Context: an optimization exercise on an open-source flow, tuned for small area, a short achievable clock period and few clock cycles per item. The choices shown serve that exercise and are no tape-out recipe. Where RTL was checked, it was by simulation tests only, not by an equivalence proof against the original.

==> run A: inputs <==
==> flow/design.v (excerpt) <==
module LWC ( 
   do_data, pdi_ready, sdi_ready, do_valid, do_last,
   pdi_data, sdi_data, pdi_valid, sdi_valid, do_ready, clk, rst
   ) ;
   output [31:0] do_data;
   output        pdi_ready, sdi_ready;
   output        do_valid, do_last;
   input [31:0]  pdi_data, sdi_data;
   input         pdi_valid, sdi_valid, do_ready;
   input         clk, rst;
   localparam R = 2;
   localparam IDLE = 0,  KLD = 1,  KHD = 2,  KW  = 3,
              ADH  = 4,  ADS = 5,  ADT = 6,  NH  = 7,
              NW   = 8,  NWT = 9,  MH  = 10, MS  = 11,
              TH   = 12, TW  = 13, ST  = 14, VH  = 15,
              VW   = 16, VS  = 17;
   localparam NS = 18;
   localparam C_AD = 2'd0, C_N = 2'd1, C_M = 2'd2;
   reg [127:0] S, K, T3, NB, T2;
   reg [63:0]  Z;
   reg [NS-1:0] st;
   reg [1:0]   g;              
   reg [1:0]   wc;             
   reg [11:0]  hi;             
   reg [3:0]   lo;             
   reg         full, blast;    
   reg         dec, fail, sclr;
   reg         tpart;
   reg         busy, par;
   reg [5:0]   rc;
   reg [1:0]   ctype;
   reg [31:0]  od;
   reg         ov, ol;
   assign do_data  = od;
   assign do_valid = ov;
   assign do_last  = ol;
   wire [127:0] ks2a, ks3a, ks2, ks3, rout1, rout;
   wire [5:0]   rc2 = {rc[4:0], rc[5] ^ rc[4] ^ 1'b1};
   wire [63:0]  rk  = ((R == 1 && par) ? 64'h0 : Z) ^ T2[127:64] ^ T3[127:64];
   wire         last_rnd;
   SkinnyRound RND1 (.X(S), .RK(rk), .RC(rc), .Y(rout1));
==> flow/config.mk <==
export PLATFORM = sky130hd
export DESIGN_NAME = LWC
export DESIGN_NICKNAME = LWC
export VERILOG_FILES = /design/flow/design.v
export SDC_FILE = /design/flow/constraint.sdc
export NUM_CORES = 4
export LEC_CHECK = 0
export CAP_MARGIN = 20
export CORE_MARGIN = 2
export CORE_UTILIZATION = 40
export SETUP_SLACK_MARGIN = 1.0
export SLEW_MARGIN = 20
==> flow/constraint.sdc <==
create_clock -name core_clock -period 5.5 [get_ports {clk}]
set_input_delay 1.1000 -clock core_clock [delete_from_list [all_inputs] [get_ports {clk}]]
set_output_delay 1.1000 -clock core_clock [all_outputs]
set_load 0.01 [all_outputs]
run.sh (not shown) runs the stock make flow with config.mk's settings and CLKGATE_MAP_FILE= SYNTH_SCRIPT=/design/flow/synth_recipe.tcl, a recipe that flattens the netlist after the stock synthesis.
==> inputs of run C, as changes to run A <==
--- a/flow/design.v
+++ b/flow/design.v
@@ -144,15 +144,12 @@
    reg         dec, fail, sclr;
    reg         tpart;
    reg         busy, par;
    reg [5:0]   rc;
    reg [1:0]   ctype;
-   reg [31:0]  od;
-   reg         ov, ol;
-   assign do_data  = od;
-   assign do_valid = ov;
-   assign do_last  = ol;
+   reg [1:0]   twc;            
+   reg         tth, ttw, tst, tvs;    
    wire [127:0] ks2a, ks3a, ks2, ks3, rout1, rout;
    wire [5:0]   rc2 = {rc[4:0], rc[5] ^ rc[4] ^ 1'b1};
    wire [63:0]  rk  = ((R == 1 && par) ? 64'h0 : Z) ^ T2[127:64] ^ T3[127:64];
    wire         last_rnd;
    SkinnyRound RND1 (.X(S), .RK(rk), .RC(rc), .Y(rout1));
@@ -192,33 +189,39 @@
    wire [31:0] wm   = (st[MS] & dec ? pdo : pdi_data) & mask;
    wire [31:0] w    = {wm[31:4], (w3 & ~full) ? lo : wm[3:0]};
    wire        g3 = (g == 2'd3);
    wire        ph = (g == wi);
    wire        can_start = ~busy | last_rnd;
-   wire        oready = ~ov | do_ready;
-   wire x_ads = st[ADS] & ~busy & (pdi_valid | ~off);           
+   wire        oready = do_ready;
+   wire tbusy = tth | ttw | tst | tvs;
+   wire adsok = st[ADS] & ~busy & ~tth & ph & (pdi_valid | ~off);
+   wire tagok = ~ttw | (twc > wc) | ((twc == wc) & oready);
+   wire x_ads = adsok & tagok;                                  
    wire x_adt = st[ADT] & ph & (pdi_valid | ~off);               
    wire x_nw  = st[NW] & ph & pdi_valid;                         
    wire x_ms  = st[MS] & ~busy & ph & (~off | (pdi_valid & oready));
-   wire x_tw  = st[TW] & ~busy & oready;
-   wire x_vw  = st[VW] & ~busy & pdi_valid;
+   wire tph   = (g == twc);
+   wire twok  = ttw & ~busy & tph;
+   wire x_tw  = twok & oready;
+   wire x_vw  = st[VW] & ~busy & ph & pdi_valid;
    wire x_kw  = st[KW] & ph & sdi_valid;
    wire x_hdr = (st[IDLE] | st[ADH] | st[NH] | st[VH]) & pdi_valid;
-   wire x_mh  = st[MH] & pdi_valid & oready;
-   wire x_out = (st[TH] | st[ST] | st[VS]) & oready;
+   wire x_mh  = st[MH] & ~tbusy & pdi_valid & oready;
    assign pdi_ready = st[IDLE] | st[ADH] | st[NH] | st[VH]
-                    | (st[ADS] & ~busy & off)
+                    | (st[ADS] & ~busy & ~tth & ph & off & tagok)
                     | ((st[ADT] | st[NW]) & ph & (off | st[NW]))
                     | (st[MS] & ~busy & ph & off & oready)
-                    | (st[MH] & oready)
-                    | (st[VW] & ~busy);
+                    | (st[MH] & ~tbusy & oready)
+                    | (st[VW] & ~busy & ph);
    assign sdi_ready = st[KLD] | st[KHD] | (st[KW] & ph);
    wire sh   = x_ads | x_ms | x_tw | x_vw;            
    wire nbsh = x_adt | x_nw;
    wire endb = (x_ads | x_adt | x_nw | x_ms) & w3;    
    wire start = g3 & ((x_adt | x_ms | (x_nw & can_start)) | (st[NWT] & can_start));
-   wire emit  = x_mh | (x_ms & off) | x_tw | x_out;
+   assign do_valid = (st[MH] & ~tbusy & pdi_valid) | (st[MS] & ~busy & ph & off & pdi_valid)
+                   | twok | tth | tst | tvs;
+   assign do_last  = tst | tvs;
    wire [3:0] inst = pdi_data[31:28];
    wire go_key = st[IDLE] & pdi_valid & (inst == 4'h7);
    wire go_op  = st[IDLE] & pdi_valid & (inst == 4'h2 || inst == 4'h3);
    reg [NS-1:0] stn;
    always @* begin
@@ -233,23 +236,19 @@
       if (x_adt & w3) begin stn[ADT] = 1'b0; stn[NH] = blast; stn[ADS] = ~blast; end
       if (st[NH] & pdi_valid) begin stn[NH] = 1'b0; stn[NW] = 1'b1; end
       if (x_nw & w3) begin stn[NW] = 1'b0; stn[MH] = can_start; stn[NWT] = ~can_start; end
       if (st[NWT] & can_start & g3) begin stn[NWT] = 1'b0; stn[MH] = 1'b1; end
       if (x_mh) begin stn[MH] = 1'b0; stn[MS] = 1'b1; end
-      if (x_ms & w3 & blast) begin stn[MS] = 1'b0; stn[VH] = dec; stn[TH] = ~dec; end
-      if (st[TH] & oready) begin stn[TH] = 1'b0; stn[TW] = 1'b1; end
-      if (x_tw & w3) begin stn[TW] = 1'b0; stn[ST] = 1'b1; end
-      if (st[ST] & oready) begin stn[ST] = 1'b0; stn[IDLE] = 1'b1; end
+      if (x_ms & w3 & blast) begin stn[MS] = 1'b0; stn[VH] = dec; stn[IDLE] = ~dec; end
       if (st[VH] & pdi_valid) begin stn[VH] = 1'b0; stn[VW] = 1'b1; end
-      if (x_vw & w3) begin stn[VW] = 1'b0; stn[VS] = 1'b1; end
-      if (st[VS] & oready) begin stn[VS] = 1'b0; stn[IDLE] = 1'b1; end
+      if (x_vw & w3) begin stn[VW] = 1'b0; stn[IDLE] = 1'b1; end
    end
-   wire [31:0] edata = ({32{st[MH]}} & {dec ? 8'h43 : 8'h5A, pdi_data[23:0]})
-                     | ({32{st[MS]}} & pdo & mask)
-                     | ({32{st[TH]}} & 32'h8300_0010)
-                     | ({32{st[TW]}} & gofs)
-                     | ({32{st[ST] | st[VS]}} & {3'b111, st[VS] & fail, 28'h0});
+   assign do_data    = tbusy ? (({32{tth}} & 32'h8300_0010)
+                              | ({32{ttw}} & gofs)
+                              | ({32{tst | tvs}} & {3'b111, tvs & fail, 28'h0}))
+                     : (({32{st[MH]}} & {dec ? 8'h43 : 8'h5A, pdi_data[23:0]})
+                              | ({32{st[MS]}} & pdo & mask));
    wire        zstepn = (x_ads | x_ms) & w3;
    wire [7:0]  zdom = last_rnd ? (tpart ? 8'd26 : 8'd24)
                     : st[ADS] ? (blast ? (full ? 8'd24 : 8'd26) : 8'd8)
                     : (blast ? (full ? 8'd20 : 8'd21) : 8'd4);
    wire [63:0] zsrc = last_rnd ? zrev : Z;
@@ -257,28 +256,23 @@
    lfsr_gf56 CNT (.so(zstep), .si(zsrc[63:8]), .domain(zdom));
    localparam [63:0] ZINIT = 64'h0100_0000_0000_0000;
    wire [127:0] nb_n = {NB[95:0], nbsh ? (st[ADT] ? w : pdi_data) : NB[127:96]};
    wire [127:0] k_n  = {K[95:0], x_kw ? sdi_data : K[127:96]};
    always @(posedge clk) begin
-      if (busy)
-        S <= rout;
-      else if (sh)
-        S <= {S[95:0], ((st[ADS] & sclr) ? 32'h0 : stop) ^ ((st[TW] | st[VW]) ? 32'h0 : w)};
+      S <= busy ? rout : {S[95:0], (x_ads | x_ms) ? (((st[ADS] & sclr) ? 32'h0 : stop) ^ w) : stop};
       T2 <= start ? nb_n : ks2;
       T3 <= start ? k_n : ks3;
       NB <= nb_n;
       K  <= k_n;
       if (last_rnd)
         Z <= (ctype == C_AD) ? zstep : (ctype == C_N) ? ZINIT : zrev;
       else if (busy & (R == 2 || par))
         Z <= zp;
       else if (zstepn)
         Z <= zstep;
-      else if (go_op)
+      else if (go_op & ~busy)
         Z <= ZINIT;
-      if (emit) od <= edata;
-      if (emit) ol <= st[ST] | st[VS];
    end
    wire [11:0] hin  = pdi_data[15:4];
    wire [3:0]  lon  = pdi_data[3:0];
    wire        ldlen = (st[ADH] | st[MH]) & pdi_valid & (st[ADH] | oready);
    wire        endlen = (x_ads | x_adt | x_ms) & w3;
@@ -297,16 +291,29 @@
          blast <= 1'b1;
          dec   <= 1'b0;
          fail  <= 1'b0;
          sclr  <= 1'b0;
          tpart <= 1'b0;
-         ov    <= 1'b0;
+         twc   <= 2'd0;
+         tth   <= 1'b0;
+         ttw   <= 1'b0;
+         tst   <= 1'b0;
+         tvs   <= 1'b0;
       end
       else begin
          st <= stn;
          g  <= g + 2'd1;
-         if (sh | nbsh | x_kw) wc <= wc + 2'd1;
+         if (x_ads | x_ms | x_vw | nbsh | x_kw) wc <= wc + 2'd1;
+         if (x_tw) twc <= twc + 2'd1;
+         if (x_ms & w3 & blast & ~dec) tth <= 1'b1;
+         else if (tth & oready) tth <= 1'b0;
+         if (tth & oready) ttw <= 1'b1;
+         else if (x_tw & (twc == 2'd3)) ttw <= 1'b0;
+         if (x_tw & (twc == 2'd3)) tst <= 1'b1;
+         else if (oready) tst <= 1'b0;
+         if (x_vw & w3) tvs <= 1'b1;
+         else if (oready) tvs <= 1'b0;
          if (ldlen) begin
             hi    <= hin;
             lo    <= lon;
             full  <= |hin;
             blast <= ~|hin[11:1] & (~hin[0] | ~|lon);
@@ -318,47 +325,45 @@
          end
          if (start) begin
             busy  <= 1'b1;
             par   <= 1'b0;
             rc    <= 6'h01;
-            ctype <= st[ADT] ? C_AD : st[MS] ? C_M : C_N;
+            ctype <= st[ADT] ? C_AD : (st[MS] & ~blast) ? C_M : C_N;
          end
          else if (busy) begin
             par   <= ~par;
             rc    <= (R == 2) ? {rc2[4:0], rc2[5] ^ rc2[4] ^ 1'b1} : rc2;
             if (last_rnd) busy <= 1'b0;
          end
-         if (go_op) begin
-            dec  <= pdi_data[28];
-            fail <= 1'b0;
-         end
+         if (go_op) dec <= pdi_data[28];
+         if (x_ms & w3 & blast) fail <= 1'b0;
          if (st[ADH] & pdi_valid) sclr <= 1'b1;
          if (x_ads & w3) sclr <= 1'b0;
          if (x_adt & w3) tpart <= ~full;
          if (x_vw && (pdo != 32'h0)) fail <= 1'b1;
-         if (emit) ov <= 1'b1;
-         else if (do_ready) ov <= 1'b0;
       end
    end
 endmodule  
 module SkinnyRound (
    input  [127:0] X,
    input  [63:0]  RK,
    input  [5:0]   RC,
    output [127:0] Y
    ) ;
-   wire [127:0] sb, ka, sr;
+   wire [127:0] sb, sr, mc, kv, ksr, kmc;
    genvar i;
    generate
       for (i = 0; i < 16; i = i + 1) begin : SBOXES
          SBox SB (.X(X[8*i+7:8*i]), .Y(sb[8*i+7:8*i]));
       end
    endgenerate
-   assign ka[127:64] = sb[127:64] ^ RK ^ {4'h0, RC[3:0], 30'h0, RC[5:4], 24'h0};
-   assign ka[63:0]   = sb[63:0] ^ {8'h02, 56'h0};
-   ShiftRows  SR (.X(ka), .Y(sr));
-   MixColumns MC (.X(sr), .Y(Y));
+   ShiftRows  SR (.X(sb), .Y(sr));
+   MixColumns MC (.X(sr), .Y(mc));
+   assign kv = {RK ^ {4'h0, RC[3:0], 30'h0, RC[5:4], 24'h0}, 8'h02, 56'h0};
+   ShiftRows  KSR (.X(kv), .Y(ksr));
+   MixColumns KMC (.X(ksr), .Y(kmc));
+   assign Y = mc ^ kmc;
 endmodule  
 module TKStep (
    input  [127:0] T2, T3,
    output [127:0] N2, N3
    ) ;
==> flow/config.mk (replaced) <==
export PLATFORM = sky130hd
export DESIGN_NAME = LWC
export DESIGN_NICKNAME = LWC
export VERILOG_FILES = /design/flow/design.v
export SDC_FILE = /design/flow/constraint.sdc
export NUM_CORES = 4
export LEC_CHECK = 0
export ABC_AREA = 1
export CAP_MARGIN = 20
export CORE_MARGIN = 2
export CORE_UTILIZATION = 55
export SETUP_SLACK_MARGIN = 1.25
export SLEW_MARGIN = 20
==> summary.txt <==
| metric | run A | run C |
|---|---|---|
| Run status | finished clean | finished clean |
| # fillers | 9388 | 6276 |
| Crit path time final | 4502 ps | 4173 ps |
| Post CTS Setup Buffer Count | 53 | 1 |
| Area added between synthesis and finish | 19.15% | 12.90% |
| Worst Setup EP | S[112] | do_data[4] |
| Clock buffer count in the final layout | 121 | 112 |
| Fraction of the cycle the final worst path needs | 81.85% | 75.88% |
| Detailed placer's ending HPWL | 125.0 mm | 130.4 mm |
| Placeable core region | 0.1003 mm² | 0.06883 mm² |
| Clock buffers and inverters, area share | 6.004% | 6.584% |
| Max frequency | 222.1 MHz | 239.6 MHz |
| Simple-gate area share of the yosys netlist | 17.54% | 26.50% |
| Detail-routed net length per standard cell | 26.52 µm | 26.52 µm |
| Horizontal extent of the die | 322.6 µm | 268.3 µm |
| Sinks on the clock net | 791 | 759 |
| Instance area at placement | 0.04324 mm² | 0.04030 mm² |
| Die height | 322.6 µm | 268.3 µm |
| Sink of the worst hold path | NB[126] | K[68] |
| Post-synthesis net count | 4528 | 5169 |
| Post-synthesis average cell area | 9.118 µm² | 7.550 µm² |
| Final worst setup slack | 998.2 ps | 1327 ps |
| Fin util | 48.23% | 63.04% |
Testbench counts of run C, summed over its fixed seeds: cycles 34,200, bytes 18,726.
No functional check of the RTL was part of run A.


==> job 3764 <==
Another version of the RTL of LWC (not shown whole).
clock: 5.5 ns
lec_check: 0
cap_margin: 20
core_margin: 2
core_utilization: 40
setup_slack_margin: 2.6
slew_margin: 20
==> job 422 (differences from job 3764) <==
--- a/flow/design.v
+++ b/flow/design.v
@@ -122,38 +122,39 @@
    output [31:0] do_data;
    output reg    pdi_ready, sdi_ready;
    output        do_valid, do_last;
    input [31:0]  pdi_data, sdi_data;
    input         pdi_valid, sdi_valid, do_ready;
    input         clk, rst;
-   localparam R = 1;
+   localparam R = 2;
    localparam IDLE = 5'd0,  KLD = 5'd1,  KHD = 5'd2,  KW  = 5'd3,
               ADH  = 5'd4,  ADS = 5'd5,  ADT = 5'd6,  NH  = 5'd7,
               NW   = 5'd8,  NWT = 5'd9,  MH  = 5'd10, MS  = 5'd11,
               TH   = 5'd12, TW  = 5'd13, ST  = 5'd14, VH  = 5'd15,
               VW   = 5'd16, VS  = 5'd17;
    localparam C_AD = 2'd0, C_N = 2'd1, C_M = 2'd2;
    reg [127:0] S, K, T3, NB, T2;
    reg [63:0]  Z;
    reg [4:0]   st;
    reg [1:0]   wc;
+   reg [1:0]   g;              
    reg [15:0]  seglen;
    reg [3:0]   bm;             
    reg         blast, bpart, j3p;
    reg         dec, fail, sclr;
    reg         tpart;
-   reg         busy, first, par;
+   reg         busy, par;
    reg [5:0]   rc;
    reg [1:0]   ctype;
    reg [31:0]  od;
    reg         ov, ol;
    assign do_data  = od;
    assign do_valid = ov;
    assign do_last  = ol;
-   wire [127:0] tk2 = first ? NB : T2;
-   wire [127:0] tk3 = first ? K  : T3;
+   wire [127:0] tk2 = T2;
+   wire [127:0] tk3 = T3;
    wire [127:0] ks2a, ks3a, ks2, ks3, rout1, rout;
    wire [5:0]   rc2 = {rc[4:0], rc[5] ^ rc[4] ^ 1'b1};
    wire [63:0]  rk  = ((R == 1 && par) ? 64'h0 : Z) ^ tk2[127:64] ^ tk3[127:64];
    wire         last_rnd;
    SkinnyRound RND1 (.X(S), .RK(rk), .RC(rc), .Y(rout1));
    TKStep KA (.T2(tk2), .T3(tk3), .N2(ks2a), .N3(ks3a));
@@ -200,12 +201,15 @@
    reg         sh, absw, nbsh, ksh, start;
    reg [1:0]   ctn;
    reg         wstep, zstepn, zinit;
    reg         endw;           
    reg         emit, elast;
    reg [31:0]  edata;
+   wire         ph = (g == wc);
+   wire [127:0] nb_n = {NB[95:0], nbsh ? ((st == ADT) ? w : pdi_data) : NB[127:96]};
+   wire [127:0] k_n  = {K[95:0], ksh ? sdi_data : K[127:96]};
    always @* begin
       pdi_ready = 1'b0;
       sdi_ready = 1'b0;
       emit  = 1'b0;
       elast = 1'b0;
       edata = pdo & mask;
@@ -222,44 +226,47 @@
       zdom  = 8'h08;
       endw  = 1'b0;
       case (st)
         IDLE, ADH, NH, VH: begin
            pdi_ready = 1'b1;
         end
-        KLD, KHD, KW: begin
+        KLD, KHD: begin
            sdi_ready = 1'b1;
-           ksh = (st == KW) & sdi_valid;
+        end
+        KW: begin
+           sdi_ready = ph;
+           ksh = ph & sdi_valid;
         end
         ADS: begin
            pdi_ready = offered & ~busy;
            sh   = ~busy & (pdi_valid | ~offered);
            absw = 1'b1;
            wstep = sh;
            endw = sh & (wc == 2'd3);
         end
         ADT: begin
-           pdi_ready = offered;
-           nbsh = pdi_valid | ~offered;
+           pdi_ready = offered & ph;
+           nbsh = ph & (pdi_valid | ~offered);
            wstep = nbsh;
            endw = nbsh & (wc == 2'd3);
         end
         NW: begin
-           pdi_ready = 1'b1;
-           nbsh = pdi_valid;
+           pdi_ready = ph;
+           nbsh = ph & pdi_valid;
            wstep = nbsh;
            endw = nbsh & (wc == 2'd3);
         end
         MH: begin
            pdi_ready = oready;
            emit  = pdi_valid & oready;
            edata = {dec ? 8'h43 : 8'h5A, pdi_data[23:0]};
         end
         MS: begin
-           pdi_ready = offered & ~busy & oready;
-           emit = offered & ~busy & pdi_valid & oready;
-           sh   = ~busy & (offered ? (pdi_valid & oready) : 1'b1);
+           pdi_ready = offered & ~busy & ph & oready;
+           emit = offered & ~busy & ph & pdi_valid & oready;
+           sh   = ~busy & ph & (offered ? (pdi_valid & oready) : 1'b1);
            absw = 1'b1;
            wstep = sh;
            endw = sh & (wc == 2'd3);
         end
         TH: begin
            emit  = oready;
@@ -311,13 +318,13 @@
               start = 1'b1;
               ctn   = C_N;
               stn   = MH;
            end
            else stn = NWT;
         end
-        NWT: if (can_start) begin
+        NWT: if (can_start && g == 2'd3) begin
            start = 1'b1;
            ctn   = C_N;
            stn   = MH;
         end
         MH:  if (pin) stn = MS;
         MS:  if (endw) begin
@@ -356,16 +363,16 @@
    wire        blast_n = ~|seglen_n[15:5] & (~seglen_n[4] | ~|seglen_n[3:0]);  
    always @(posedge clk) begin
       if (busy)
         S <= rout;
       else if (sh)
         S <= {S[95:0], ((absw & sclr & (st == ADS)) ? 32'h0 : stop) ^ (absw ? w : 32'h0)};
-      T2 <= ks2;
-      T3 <= ks3;
-      if (nbsh) NB <= {NB[95:0], (st == ADT) ? w : pdi_data};
-      if (ksh)  K  <= {K[95:0], sdi_data};
+      T2 <= start ? nb_n : ks2;
+      T3 <= start ? k_n : ks3;
+      NB <= nb_n;
+      K  <= k_n;
       if (last_rnd)
         Z <= (ctype == C_AD) ? zstep : (ctype == C_N) ? ZINIT : zrev;
       else if (busy & (R == 2 || par))
         Z <= zp;
       else if (zstepn)
         Z <= zstep;
@@ -374,15 +381,15 @@
       if (emit) od <= edata;
       if (emit) ol <= elast;
    end
    always @(posedge clk) begin
       if (rst) begin
          st    <= IDLE;
+         g     <= 2'd0;
          wc    <= 2'd0;
          busy  <= 1'b0;
-         first <= 1'b0;
          par   <= 1'b0;
          rc    <= 6'h01;
          ctype <= C_M;
          seglen <= 16'h0;
          bm    <= 4'h0;
          blast <= 1'b1;
@@ -393,27 +400,26 @@
          sclr  <= 1'b0;
          tpart <= 1'b0;
          ov    <= 1'b0;
       end
       else begin
          st <= stn;
+         g  <= g + 2'd1;
          wc <= wc_n;
          seglen <= seglen_n;
          bm    <= bm_n;
          blast <= blast_n;
          bpart <= ~full_n;
          j3p   <= (wc_n == 2'd3) & ~full_n;
          if (start) begin
             busy  <= 1'b1;
-            first <= 1'b1;
             par   <= 1'b0;
             rc    <= 6'h01;
             ctype <= ctn;
          end
          else if (busy) begin
-            first <= 1'b0;
             par   <= ~par;
             rc    <= (R == 2) ? {rc2[4:0], rc2[5] ^ rc2[4] ^ 1'b1} : rc2;
             if (last_rnd) busy <= 1'b0;
          end
          if (st == IDLE && pin) begin
             dec  <= pdi_data[28];
Settings changed: SETUP_SLACK_MARGIN 2.6 to 0.8.
==> job 7972 (differences from job 3764) <==
--- a/flow/design.v
+++ b/flow/design.v
@@ -122,13 +122,13 @@
    output [31:0] do_data;
    output reg    pdi_ready, sdi_ready;
    output        do_valid, do_last;
    input [31:0]  pdi_data, sdi_data;
    input         pdi_valid, sdi_valid, do_ready;
    input         clk, rst;
-   localparam R = 1;
+   localparam R = 2;
    localparam IDLE = 5'd0,  KLD = 5'd1,  KHD = 5'd2,  KW  = 5'd3,
               ADH  = 5'd4,  ADS = 5'd5,  ADT = 5'd6,  NH  = 5'd7,
               NW   = 5'd8,  NWT = 5'd9,  MH  = 5'd10, MS  = 5'd11,
               TH   = 5'd12, TW  = 5'd13, ST  = 5'd14, VH  = 5'd15,
               VW   = 5'd16, VS  = 5'd17;
    localparam C_AD = 2'd0, C_N = 2'd1, C_M = 2'd2;
Settings changed: SETUP_SLACK_MARGIN 2.6 to 1.3.
==> job 2231 (differences from job 3764) <==
--- a/flow/design.v
+++ b/flow/design.v
@@ -122,38 +122,39 @@
    output [31:0] do_data;
    output reg    pdi_ready, sdi_ready;
    output        do_valid, do_last;
    input [31:0]  pdi_data, sdi_data;
    input         pdi_valid, sdi_valid, do_ready;
    input         clk, rst;
-   localparam R = 1;
+   localparam R = 2;
    localparam IDLE = 5'd0,  KLD = 5'd1,  KHD = 5'd2,  KW  = 5'd3,
               ADH  = 5'd4,  ADS = 5'd5,  ADT = 5'd6,  NH  = 5'd7,
               NW   = 5'd8,  NWT = 5'd9,  MH  = 5'd10, MS  = 5'd11,
               TH   = 5'd12, TW  = 5'd13, ST  = 5'd14, VH  = 5'd15,
               VW   = 5'd16, VS  = 5'd17;
    localparam C_AD = 2'd0, C_N = 2'd1, C_M = 2'd2;
    reg [127:0] S, K, T3, NB, T2;
    reg [63:0]  Z;
    reg [4:0]   st;
    reg [1:0]   wc;
+   reg [1:0]   g;              
    reg [15:0]  seglen;
    reg [3:0]   bm;             
    reg         blast, bpart, j3p;
    reg         dec, fail, sclr;
    reg         tpart;
-   reg         busy, first, par;
+   reg         busy, par;
    reg [5:0]   rc;
    reg [1:0]   ctype;
    reg [31:0]  od;
    reg         ov, ol;
    assign do_data  = od;
    assign do_valid = ov;
    assign do_last  = ol;
-   wire [127:0] tk2 = first ? NB : T2;
-   wire [127:0] tk3 = first ? K  : T3;
+   wire [127:0] tk2 = T2;
+   wire [127:0] tk3 = T3;
    wire [127:0] ks2a, ks3a, ks2, ks3, rout1, rout;
    wire [5:0]   rc2 = {rc[4:0], rc[5] ^ rc[4] ^ 1'b1};
    wire [63:0]  rk  = ((R == 1 && par) ? 64'h0 : Z) ^ tk2[127:64] ^ tk3[127:64];
    wire         last_rnd;
    SkinnyRound RND1 (.X(S), .RK(rk), .RC(rc), .Y(rout1));
    TKStep KA (.T2(tk2), .T3(tk3), .N2(ks2a), .N3(ks3a));
@@ -200,12 +201,15 @@
    reg         sh, absw, nbsh, ksh, start;
    reg [1:0]   ctn;
    reg         wstep, zstepn, zinit;
    reg         endw;           
    reg         emit, elast;
    reg [31:0]  edata;
+   wire         ph = (g == wc);
+   wire [127:0] nb_n = {NB[95:0], nbsh ? ((st == ADT) ? w : pdi_data) : NB[127:96]};
+   wire [127:0] k_n  = {K[95:0], ksh ? sdi_data : K[127:96]};
    always @* begin
       pdi_ready = 1'b0;
       sdi_ready = 1'b0;
       emit  = 1'b0;
       elast = 1'b0;
       edata = pdo & mask;
@@ -222,44 +226,47 @@
       zdom  = 8'h08;
       endw  = 1'b0;
       case (st)
         IDLE, ADH, NH, VH: begin
            pdi_ready = 1'b1;
         end
-        KLD, KHD, KW: begin
+        KLD, KHD: begin
            sdi_ready = 1'b1;
-           ksh = (st == KW) & sdi_valid;
+        end
+        KW: begin
+           sdi_ready = ph;
+           ksh = ph & sdi_valid;
         end
         ADS: begin
            pdi_ready = offered & ~busy;
            sh   = ~busy & (pdi_valid | ~offered);
            absw = 1'b1;
            wstep = sh;
            endw = sh & (wc == 2'd3);
         end
         ADT: begin
-           pdi_ready = offered;
-           nbsh = pdi_valid | ~offered;
+           pdi_ready = offered & ph;
+           nbsh = ph & (pdi_valid | ~offered);
            wstep = nbsh;
            endw = nbsh & (wc == 2'd3);
         end
         NW: begin
-           pdi_ready = 1'b1;
-           nbsh = pdi_valid;
+           pdi_ready = ph;
+           nbsh = ph & pdi_valid;
            wstep = nbsh;
            endw = nbsh & (wc == 2'd3);
         end
         MH: begin
            pdi_ready = oready;
            emit  = pdi_valid & oready;
            edata = {dec ? 8'h43 : 8'h5A, pdi_data[23:0]};
         end
         MS: begin
-           pdi_ready = offered & ~busy & oready;
-           emit = offered & ~busy & pdi_valid & oready;
-           sh   = ~busy & (offered ? (pdi_valid & oready) : 1'b1);
+           pdi_ready = offered & ~busy & ph & oready;
+           emit = offered & ~busy & ph & pdi_valid & oready;
+           sh   = ~busy & ph & (offered ? (pdi_valid & oready) : 1'b1);
            absw = 1'b1;
            wstep = sh;
            endw = sh & (wc == 2'd3);
         end
         TH: begin
            emit  = oready;
@@ -311,13 +318,13 @@
               start = 1'b1;
               ctn   = C_N;
               stn   = MH;
            end
            else stn = NWT;
         end
-        NWT: if (can_start) begin
+        NWT: if (can_start && g == 2'd3) begin
            start = 1'b1;
            ctn   = C_N;
            stn   = MH;
         end
         MH:  if (pin) stn = MS;
         MS:  if (endw) begin
@@ -356,16 +363,16 @@
    wire        blast_n = ~|seglen_n[15:5] & (~seglen_n[4] | ~|seglen_n[3:0]);  
    always @(posedge clk) begin
       if (busy)
         S <= rout;
       else if (sh)
         S <= {S[95:0], ((absw & sclr & (st == ADS)) ? 32'h0 : stop) ^ (absw ? w : 32'h0)};
-      T2 <= ks2;
-      T3 <= ks3;
-      if (nbsh) NB <= {NB[95:0], (st == ADT) ? w : pdi_data};
-      if (ksh)  K  <= {K[95:0], sdi_data};
+      T2 <= start ? nb_n : ks2;
+      T3 <= start ? k_n : ks3;
+      NB <= nb_n;
+      K  <= k_n;
       if (last_rnd)
         Z <= (ctype == C_AD) ? zstep : (ctype == C_N) ? ZINIT : zrev;
       else if (busy & (R == 2 || par))
         Z <= zp;
       else if (zstepn)
         Z <= zstep;
@@ -374,15 +381,15 @@
       if (emit) od <= edata;
       if (emit) ol <= elast;
    end
    always @(posedge clk) begin
       if (rst) begin
          st    <= IDLE;
+         g     <= 2'd0;
          wc    <= 2'd0;
          busy  <= 1'b0;
-         first <= 1'b0;
          par   <= 1'b0;
          rc    <= 6'h01;
          ctype <= C_M;
          seglen <= 16'h0;
          bm    <= 4'h0;
          blast <= 1'b1;
@@ -393,27 +400,26 @@
          sclr  <= 1'b0;
          tpart <= 1'b0;
          ov    <= 1'b0;
       end
       else begin
          st <= stn;
+         g  <= g + 2'd1;
          wc <= wc_n;
          seglen <= seglen_n;
          bm    <= bm_n;
          blast <= blast_n;
          bpart <= ~full_n;
          j3p   <= (wc_n == 2'd3) & ~full_n;
          if (start) begin
             busy  <= 1'b1;
-            first <= 1'b1;
             par   <= 1'b0;
             rc    <= 6'h01;
             ctype <= ctn;
          end
          else if (busy) begin
-            first <= 1'b0;
             par   <= ~par;
             rc    <= (R == 2) ? {rc2[4:0], rc2[5] ^ rc2[4] ^ 1'b1} : rc2;
             if (last_rnd) busy <= 1'b0;
          end
          if (st == IDLE && pin) begin
             dec  <= pdi_data[28];
Settings changed: SETUP_SLACK_MARGIN 2.6 to 0.4.
==> comparison table <==
metric                                      job 422     job 7972    job 3764     job 2231
Status                     timing/DRC/antenna clean  timing/DRC/antenna clean  timing/DRC/antenna clean  timing/DRC/antenna clean
Net count after synthesis                      4550         3927        3130         4550
Net count reported at finish                   4707         4404        3359         4633
Hold path startpoint                         NB[60]       NB[64]       K[73]        K[23]
Standard-cell row count                         117          120         111          117
Synthesized flop and latch total                783          782         783          783
Cell count along the critical path               14           15          13           14
Clock-cell share                             5.910%       5.439%      6.456%       6.302%
Placeable Area                          101600 um^2  107400 um^2  91800 um^2  101600 um^2
Clk latency of the worst-skew pair          0.67 ns      0.71 ns     0.67 ns      0.68 ns
Worst-case setup slack after placement   0.09459 ns    0.3206 ns   0.3031 ns    0.3110 ns
Max Clock Skew                           0.04537 ns   0.06617 ns  0.02631 ns   0.03450 ns
Cell area after layout                   48060 um^2   55830 um^2  45210 um^2   46830 um^2
Termination of the worst setup path          S[107]       S[113]       bm[3]       S[104]
M3 GR Usage                                  4.795%       5.721%      4.205%       4.683%
Flip-flop and latch count                       783          782         783          783
Required @ worst endpoint                   5.91 ns      5.88 ns     6.09 ns      5.94 ns
No run of this note included a check of the RTL's function; only the layout flow was run.

what the ideal ports hide:
In the flow no input, the clock included, has a driving cell. The finished layouts below were timed again as built, in two steps. Step 1 assumes that a clkbuf_16 drives the clock port and a buf_2 every other input. Step 2, shift: input delay + t, output delay - t, t = (earliest + latest rising clock arrival at the registers) / 2. This alone moves slack from input paths to output paths. Three values: ideal, step 1, step 2; two values: the first two.
| run | t (ns) | setup slack, ns | worst setup path at the end | latest minus earliest clock arrival (ns) | pins driven straight from the clock port |
|---|---|---|---|---|---|
| run A | 0.730 | 0.998 / 0.998 / 0.998 | register to register | 0.030 / 0.030 | 1 |
| run C | 0.720 | 1.327 / 1.256 / 0.917 | input to register | 0.075 / 0.076 | 1 |
| job 3764 | 0.724 | 1.695 / 1.695 / 1.097 | input to register | 0.027 / 0.028 | 1 |
| job 422 | 0.718 | 0.813 / 0.813 / 0.514 | input to register | 0.050 / 0.049 | 1 |
| job 7972 | 0.756 | 0.895 / 0.895 / 0.682 | input to register | 0.067 / 0.068 | 1 |
| job 2231 | 0.741 | 0.539 / 0.539 / 0.274 | input to register | 0.039 / 0.038 | 1 |
After both steps every run listed still meets setup and hold. The setup slack of job 3764, which loses most, moves by 0.000 ns with the drivers and by -0.598 ns with both steps.
